From an optimization exercise on the open Yosys and OpenROAD flow, aimed at small area; shortcuts taken in it are not production practice. In this exercise RTL edits were held to simulation tests only and were not proved equivalent to the original. The flow treats the clock pin as an ideal source, which a real chip does not have. Power is estimated from default activity; no workload was simulated.

==> job 4985: inputs <==
==> flow/design.v (excerpt) <==
module BBqM ( Up , Down , CLK , reset , Tcount , Empty_Flag , Full_Flag , Alarm_Flag , led0_Pcount , led1_Pcount , led0_Wtime , led1_Wtime ) ;
input Up , Down , CLK , reset ;
input [1:0] Tcount ;
output Empty_Flag , Full_Flag , Alarm_Flag ;
output [6:0] led0_Pcount , led1_Pcount ;
output [6:0] led0_Wtime , led1_Wtime ;
localparam [16:0] SEED = 17'h0484c ;
localparam [16:0] TERM = 17'h01f90 ;
localparam [16:0] MASK = 17'h1f7df ;
reg [16:0] s ;
wire Tick5Hz = ( ( s ^ TERM ) & MASK ) == 17'd0 ;
always @( posedge CLK or posedge reset )
  if ( reset )
    s <= SEED ;
  else
    s <= { s[15:6] , s[5] ^ Tick5Hz , s[4:0] , ~( s[16] ^ s[4] ) } ;
reg Q_UP , Q_DOWN ;
always @( posedge CLK or posedge reset )
  if ( reset ) begin
    Q_UP <= 1'b0 ;
    Q_DOWN <= 1'b0 ;
  end else if ( Tick5Hz ) begin
    Q_UP <= ~Up ;
    Q_DOWN <= ~Down ;
  end
wire up = Q_UP , down = Q_DOWN ;
reg [2:0] Pcode ;
reg Alarm_q ;
assign Empty_Flag = ( Pcode == 3'd0 ) ;
assign Full_Flag  = ( Pcode == 3'd7 ) ;
assign Alarm_Flag = Alarm_q ;
wire [4:0] na = { up , down , Pcode } ;
reg [2:0] Pnext ;
always @*
  case ( na )
    5'd0 : Pnext = 3'b000 ;
    5'd1 : Pnext = 3'b001 ;
    5'd2 : Pnext = 3'b010 ;
    5'd3 : Pnext = 3'b011 ;
    5'd4 : Pnext = 3'b100 ;
    5'd5 : Pnext = 3'b101 ;
    5'd6 : Pnext = 3'b110 ;
    5'd7 : Pnext = 3'b111 ;
    5'd8 : Pnext = 3'b000 ;
    5'd9 : Pnext = 3'b000 ;
    5'd10 : Pnext = 3'b001 ;
    5'd11 : Pnext = 3'b010 ;
    5'd12 : Pnext = 3'b011 ;
    5'd13 : Pnext = 3'b100 ;
    5'd14 : Pnext = 3'b101 ;
    5'd15 : Pnext = 3'b110 ;
    5'd16 : Pnext = 3'b001 ;
    5'd17 : Pnext = 3'b010 ;
    5'd18 : Pnext = 3'b011 ;
    5'd19 : Pnext = 3'b100 ;
    5'd20 : Pnext = 3'b101 ;
    5'd21 : Pnext = 3'b110 ;
    5'd22 : Pnext = 3'b111 ;
    5'd23 : Pnext = 3'b111 ;
    5'd24 : Pnext = 3'b001 ;
    5'd25 : Pnext = 3'b010 ;
    5'd26 : Pnext = 3'b011 ;
    5'd27 : Pnext = 3'b100 ;
  ...
==> flow/config.mk <==
export PLATFORM = sky130hd
export DESIGN_NAME = BBqM
export DESIGN_NICKNAME = BBqM
export VERILOG_FILES = /design/flow/design.v
export SDC_FILE = /design/flow/constraint.sdc
export NUM_CORES = 4
export LEC_CHECK = 0
export CAP_MARGIN = 20
export CORE_AREA = 2 2 60 60
export CTS_BUF_LIST = sky130_fd_sc_hd__clkbuf_4
export DIE_AREA = 0 0 62 62
export PLACE_DENSITY = 0.85
export SLEW_MARGIN = 20
==> flow/constraint.sdc <==
create_clock -name core_clock -period 20.0 [get_ports {CLK}]
set_input_delay 4.0000 -clock core_clock [delete_from_list [all_inputs] [get_ports {CLK}]]
set_output_delay 4.0000 -clock core_clock [all_outputs]
set_load 0.01 [all_outputs]
standard.sh (not shown) runs the stock make flow with config.mk's settings and CLKGATE_MAP_FILE= SYNTH_SCRIPT=/design/flow/synth_recipe.tcl, a recipe that flattens the netlist after the stock synthesis.
==> flow/flow/run.sh <==
#!/bin/bash
# Own layout flow: the standard flow (standard.sh), with three changes:
#  - synthesis maps the logic with an area-oriented ABC script (flow/area.abc)
#    and without ORFS's half/full-adder extraction; everything else in the
#    synthesis (synth_recipe.tcl: -nofsm -noshare, flatten, renaming) is unchanged,
#    so the registers keep the standard synthesis's names and cells;
#  - the port buffers are sky130_fd_sc_hd__buf_1;
#  - the constant outputs share the synthesis's tie cells (no per-pin tie cells);
#  - CTS inserts no dummy loads;
#  - the rest of the layout is ORFS's, as standard.sh runs it.
# Each tool's output goes to a log file in this folder (and ORFS's logs in orfs/logs).
set -euo pipefail
W=$(pwd)
F=$W/flow

# synthesis script: synth_recipe.tcl, sourcing an edited copy of ORFS's synth.tcl
python3 - "$FLOW_HOME/scripts/synth.tcl" "$W/synth_area.tcl" "$F/area.abc" > edit_synth.log 2>&1 <<'PY'
import sys
src, dst, abc = sys.argv[1:]
t = open(src).read()
old = "log_cmd abc {*}$abc_args"
assert t.count(old) == 1, "abc call not found"
t = t.replace(old, "log_cmd abc -script " + abc + " {*}$lib_args {*}$lib_dont_use_args")
open(dst, "w").write(t)
print("wrote", dst)
PY
python3 - "$W/synth_recipe.tcl" "$W/my_synth.tcl" "$W/synth_area.tcl" >> edit_synth.log 2>&1 <<'PY'
import sys
src, dst, core = sys.argv[1:]
t = open(src).read()
old = "source $::env(SCRIPTS_DIR)/synth.tcl"
assert t.count(old) == 1, "synth.tcl source line not found"
open(dst, "w").write(t.replace(old, "source " + core))
print("wrote", dst)
PY

ARGS=(SYNTH_SCRIPT="$W/my_synth.tcl" ADDER_MAP_FILE= "BUFFER_PORTS_ARGS=-buffer_cell sky130_fd_sc_hd__buf_1"
      SKIP_REPAIR_TIE_FANOUT=1
      "CTS_ARGS=-sink_clustering_enable -repair_clock_nets -buf_list sky130_fd_sc_hd__clkbuf_4 -dont_use_dummy_load")
bash standard.sh "${ARGS[@]}" finish > standard_finish.log 2>&1
==> flow/flow/area.abc <==
collapse
sop
fx
strash
&get -n
&deepsyn -T 20
&put
dch -f
amap
topo
==> job 6356 (differences from job 4985) <==
--- a/flow/config.mk
+++ b/flow/config.mk
@@ -7,7 +7,7 @@
 export LEC_CHECK = 0
 export CAP_MARGIN = 20
-export CORE_AREA = 2 2 60 60
+export CORE_MARGIN = 2
+export CORE_UTILIZATION = 40
 export CTS_BUF_LIST = sky130_fd_sc_hd__clkbuf_4
-export DIE_AREA = 0 0 62 62
 export PLACE_DENSITY = 0.85
 export SLEW_MARGIN = 20
==> job 286 (differences from job 4985) <==
==> flow/flow/run.sh (replaced) <==
#!/bin/bash
# Own layout flow: the standard flow (standard.sh) with these changes:
#  - synthesis: synth_recipe.tcl unchanged (-nofsm -noshare, flatten, renaming), but the
#    ORFS synth.tcl it sources is an edited copy (flow/mk_core.py) that maps the logic
#    with several area-oriented ABC scripts (deepsyn seeds x two mappers) and keeps the
#    smallest; ORFS's half/full-adder extraction is off (ADDER_MAP_FILE empty). The
#    registers are mapped before ABC, so they keep the standard synthesis's names/cells;
#  - the port buffers are sky130_fd_sc_hd__buf_1;
#  - the constant outputs share the synthesis's tie cells (no per-pin tie cells);
#  - no CTS tool: flow/cts_manual.tcl (PRE_CTS_TCL) puts two clock buffers on the clock
#    port, each driving half of the flip-flops; the rest of ORFS's CTS step is unchanged.
# Each tool's output goes to a log file in this folder (and ORFS's logs in orfs/logs).
set -euo pipefail
W=$(pwd)
F=$W/flow
mkdir -p $W/abc
SCRIPTS=()
for S in 0 1 2 3 4 5; do
  for M in amap "map -a"; do
    n=$W/abc/s${S}_$(echo "$M" | tr -d ' -').abc
    printf 'collapse\nsop\nfx\nstrash\n&get -n\n&deepsyn -T 15 -S %s\n&put\ndch -f\n%s\ntopo\n' "$S" "$M" > "$n"
    SCRIPTS+=("$n")
  done
done
python3 $F/mk_core.py "$FLOW_HOME/scripts/synth.tcl" "$W/synth_area.tcl" "${SCRIPTS[@]}" > edit_synth.log 2>&1
python3 - "$W/synth_recipe.tcl" "$W/my_synth.tcl" "$W/synth_area.tcl" >> edit_synth.log 2>&1 <<'PY'
import sys
src, dst, core = sys.argv[1:]
t = open(src).read()
old = "source $::env(SCRIPTS_DIR)/synth.tcl"
assert t.count(old) == 1, "synth.tcl source line not found"
open(dst, "w").write(t.replace(old, "source " + core))
print("wrote", dst)
PY

ARGS=(SYNTH_SCRIPT="$W/my_synth.tcl" ADDER_MAP_FILE= "BUFFER_PORTS_ARGS=-buffer_cell sky130_fd_sc_hd__buf_1"
      SKIP_REPAIR_TIE_FANOUT=1
      PRE_CTS_TCL="$F/cts_manual.tcl")
bash standard.sh "${ARGS[@]}" finish > standard_finish.log 2>&1
==> flow/flow/cts_manual.tcl (new file) <==
rename clock_tree_synthesis my_unused_clock_tree_synthesis
proc clock_tree_synthesis { args } {
  set nbuf 2
  set cell sky130_fd_sc_hd__clkbuf_4
  set block [ord::get_db_block]
  set sinks {}
  foreach pin [get_pins -of_objects [get_nets CLK]] {
    if { [get_property $pin direction] != "input" } { continue }
    set inst [$block findInst [get_full_name [get_cells -of_objects $pin]]]
    set bb [$inst getBBox]
    lappend sinks [list $pin [expr { [$bb xMin] / 1000.0 }] [expr { [$bb yMin] / 1000.0 }]]
  }
  set sinks [lsort -real -index 1 $sinks]
  set n [llength $sinks]
  puts "manual clock buffering: $n clock sinks, $nbuf x $cell"
  for { set k 0 } { $k < $nbuf } { incr k } {
    set lo [expr { $k * $n / $nbuf }]
    set hi [expr { ($k + 1) * $n / $nbuf - 1 }]
    set pins {}
    set xs 0.0
    set ys 0.0
    foreach f [lrange $sinks $lo $hi] {
      lappend pins [lindex $f 0]
      set xs [expr { $xs + [lindex $f 1] }]
      set ys [expr { $ys + [lindex $f 2] }]
    }
    set m [llength $pins]
    insert_buffer -buffer_cell $cell -net CLK -load_pins $pins \
      -location [list [expr { $xs / $m }] [expr { $ys / $m }]] \
      -buffer_name clkbuf_man_$k -net_name clk_man_$k
    puts "  clkbuf_man_$k drives $m clock pins"
  }
  set_propagated_clock [all_clocks]
}
==> flow/flow/mk_core.py (new file) <==
import sys
# usage: mk_core.py ORFS_synth.tcl OUT_core.tcl ABC_SCRIPT_1 [ABC_SCRIPT_2 ...]
src, dst, scripts = sys.argv[1], sys.argv[2], sys.argv[3:]
t = open(src).read()
old = "log_cmd abc {*}$abc_args"
assert t.count(old) == 1, "abc call not found"
new = """design -save my_pre_abc
set my_best_area 1e30
set my_best -1
set my_i 0
foreach my_scr {%s} {
  design -load my_pre_abc
  log_cmd abc -script $my_scr {*}$lib_args {*}$lib_dont_use_args
  set my_st [tee -q -s result.string stat {*}$lib_args]
  if { [regexp {Chip area for module [^:]*: ([0-9.]+)} $my_st -> my_area] } {
    puts "flow: abc script $my_scr gives area $my_area"
    if { $my_area < $my_best_area } {
      set my_best_area $my_area
      set my_best $my_i
    }
  }
  design -save my_abc_$my_i
  incr my_i
}
puts "flow: keeping abc result $my_best (area $my_best_area)"
design -load my_abc_$my_best""" % " ".join(scripts)
open(dst, "w").write(t.replace(old, new))
removed: flow/flow/area.abc
==> job 7939 (differences from job 4985) <==
==> flow/flow/run.sh (replaced) <==
#!/bin/bash
# Own layout flow: the standard flow (standard.sh) with these changes:
#  - synthesis: synth_recipe.tcl unchanged (-nofsm -noshare, flatten, renaming), but the
#    ORFS synth.tcl it sources is an edited copy (flow/mk_core.py) that maps the logic
#    with several area-oriented ABC scripts (deepsyn seeds x two mappers) and keeps the
#    smallest; ORFS's half/full-adder extraction is off (ADDER_MAP_FILE empty). The
#    registers are mapped before ABC, so they keep the standard synthesis's names/cells;
#  - the port buffers are sky130_fd_sc_hd__buf_1;
#  - the constant outputs share the synthesis's tie cells (no per-pin tie cells);
#  - CTS inserts no dummy loads.
# Each tool's output goes to a log file in this folder (and ORFS's logs in orfs/logs).
set -euo pipefail
W=$(pwd)
F=$W/flow
mkdir -p $W/abc
SCRIPTS=()
for S in 0 1 2 3 4 5; do
  for M in amap "map -a"; do
    n=$W/abc/s${S}_$(echo "$M" | tr -d ' -').abc
    printf 'collapse\nsop\nfx\nstrash\n&get -n\n&deepsyn -T 15 -S %s\n&put\ndch -f\n%s\ntopo\n' "$S" "$M" > "$n"
    SCRIPTS+=("$n")
  done
done
python3 $F/mk_core.py "$FLOW_HOME/scripts/synth.tcl" "$W/synth_area.tcl" "${SCRIPTS[@]}" > edit_synth.log 2>&1
python3 - "$W/synth_recipe.tcl" "$W/my_synth.tcl" "$W/synth_area.tcl" >> edit_synth.log 2>&1 <<'PY'
import sys
src, dst, core = sys.argv[1:]
t = open(src).read()
old = "source $::env(SCRIPTS_DIR)/synth.tcl"
assert t.count(old) == 1, "synth.tcl source line not found"
open(dst, "w").write(t.replace(old, "source " + core))
print("wrote", dst)
PY

ARGS=(SYNTH_SCRIPT="$W/my_synth.tcl" ADDER_MAP_FILE= "BUFFER_PORTS_ARGS=-buffer_cell sky130_fd_sc_hd__buf_1"
      SKIP_REPAIR_TIE_FANOUT=1
      "CTS_ARGS=-sink_clustering_enable -repair_clock_nets -buf_list sky130_fd_sc_hd__clkbuf_4 -dont_use_dummy_load")
bash standard.sh "${ARGS[@]}" finish > standard_finish.log 2>&1
==> flow/flow/mk_core.py (new file) <==
import sys
# usage: mk_core.py ORFS_synth.tcl OUT_core.tcl ABC_SCRIPT_1 [ABC_SCRIPT_2 ...]
src, dst, scripts = sys.argv[1], sys.argv[2], sys.argv[3:]
t = open(src).read()
old = "log_cmd abc {*}$abc_args"
assert t.count(old) == 1, "abc call not found"
new = """design -save my_pre_abc
set my_best_area 1e30
set my_best -1
set my_i 0
foreach my_scr {%s} {
  design -load my_pre_abc
  log_cmd abc -script $my_scr {*}$lib_args {*}$lib_dont_use_args
  set my_st [tee -q -s result.string stat {*}$lib_args]
  if { [regexp {Chip area for module [^:]*: ([0-9.]+)} $my_st -> my_area] } {
    puts "flow: abc script $my_scr gives area $my_area"
    if { $my_area < $my_best_area } {
      set my_best_area $my_area
      set my_best $my_i
    }
  }
  design -save my_abc_$my_i
  incr my_i
}
puts "flow: keeping abc result $my_best (area $my_best_area)"
design -load my_abc_$my_best""" % " ".join(scripts)
open(dst, "w").write(t.replace(old, new))
removed: flow/flow/area.abc
==> impl_metrics.py <==
metrics = {
    "floorplanning": {
        "die_y_microns": 54.28,
    },
    "run_status": {
        "status": "complete, no violations",
    },
    "power": {
        "seq_power_share_pct": 68.8,
        "powerComb_mw": 0.00278,
    },
    "setup_path": {
        "required_ns": 16.00,
        "reg2regPathDepth": 7,
        "startpoint_type": "input pin",
    },
    "global_routing": {
        "grtUsageMet1_pct": 16.16,
    },
    "routing": {
        "antenna_left": 0,
        "wl_mm": 1.971,
    },
    "timing": {
        "finalClockSkew_ns": 0.007550,
    },
    "final_layout": {
        "clockNetworkAreaShare_pct": 2.045,
        "sh_seq_area_pct": 52.84,
        "finalNonFillerCells": 159,
        "dominant_cells": "registers",
    },
    "worst_hold_path": {
        "hp-start": "s[2]",
    },
    "cts": {
        "clk_pin_slew_ns": 0.11,
        "post_cts_buffers": 0,
    },
}
The numbers above come from job 6356.

==> impl_metrics.py <==
metrics = {
    "worst_hold_path": {
        "hp-start": "s[12]",
    },
    "routing": {
        "antenna_left": 0,
        "wl_mm": 1.760,
    },
    "setup_path": {
        "startpoint_type": "input pin",
        "required_ns": 16.00,
    },
    "cts": {
        "clk_pin_slew_ns": 0.10,
        "post_cts_buffers": 0,
    },
    "run_status": {
        "status": "complete, no violations",
    },
    "final_layout": {
        "finalNonFillerCells": 180,
        "sh_seq_area_pct": 51.55,
    },
    "timing": {
        "finalClockSkew_ns": 0.01849,
    },
}
The numbers above come from job 7939.

==> impl_metrics.py <==
metrics = {
    "worst_hold_path": {
        "hp-start": "s[2]",
    },
    "run_status": {
        "status": "complete, no violations",
    },
    "final_layout": {
        "finalNonFillerCells": 175,
        "sh_seq_area_pct": 51.90,
        "dominant_cells": "registers",
    },
    "cts": {
        "post_cts_buffers": 0,
    },
    "setup_path": {
        "startpoint_type": "input pin",
    },
    "routing": {
        "antenna_left": 0,
    },
    "timing": {
        "finalClockSkew_ns": 0.001514,
    },
    "power": {
        "powerComb_mw": 0.00259,
    },
}
The numbers above come from job 4985.

==> impl_metrics.py <==
metrics = {
    "yosys": {
        "syn_nets": 114,
        "synth_edf_count": 0,
        "synth_top_cell_by_area": "dfrtp_1",
        "netlist_area_sq_um": 1011,
        "avgSynthCellArea_sq_um": 9.361,
    },
    "run_status": {
        "tool.error": "Error: cts.tcl, 36 invalid command name \"NULL\"",
        "haltStage": "clock tree synthesis",
        "status": "aborted with a tool error",
    },
    "placement": {
        "hpwl_mm": 1.399,
        "routabilityCongestion": 0.7759,
    },
    "floorplanning": {
        "die_y_microns": 62,
        "io_pins": 37,
    },
}
The numbers above come from job 286.

## port drivers added, routing unchanged
In the flow no input, the clock included, has a driving cell. The finished layouts below were timed again as built, in two steps. Step 1, drivers: a clkbuf_16 drives CLK and a buf_2 each remaining input, both assumed. Step 2 also shifts input and output timing later by t, the mid clock arrival at the registers, as if the neighbouring blocks saw the same clock. Three values: no drivers, after step 1, after step 2; two values: the first two.
run	shift t [ns]	setup WS [ns]	latest minus earliest clock arrival (ns)	worst data-port slew with drivers (ns)	pins driven straight from the clock port
job 4985	0.324	10.181 / 10.157 / 10.157	0.001 / 0.001	0.03	1
job 6356	0.313	9.991 / 9.969 / 9.969	0.007 / 0.008	0.03	1
job 7939	0.316	10.419 / 10.386 / 10.386	0.019 / 0.018	0.03	1
After both steps every run listed still meets setup and hold. For job 7939, which loses most, drivers alone change the setup slack by -0.033 ns; drivers and shift together by -0.033 ns.
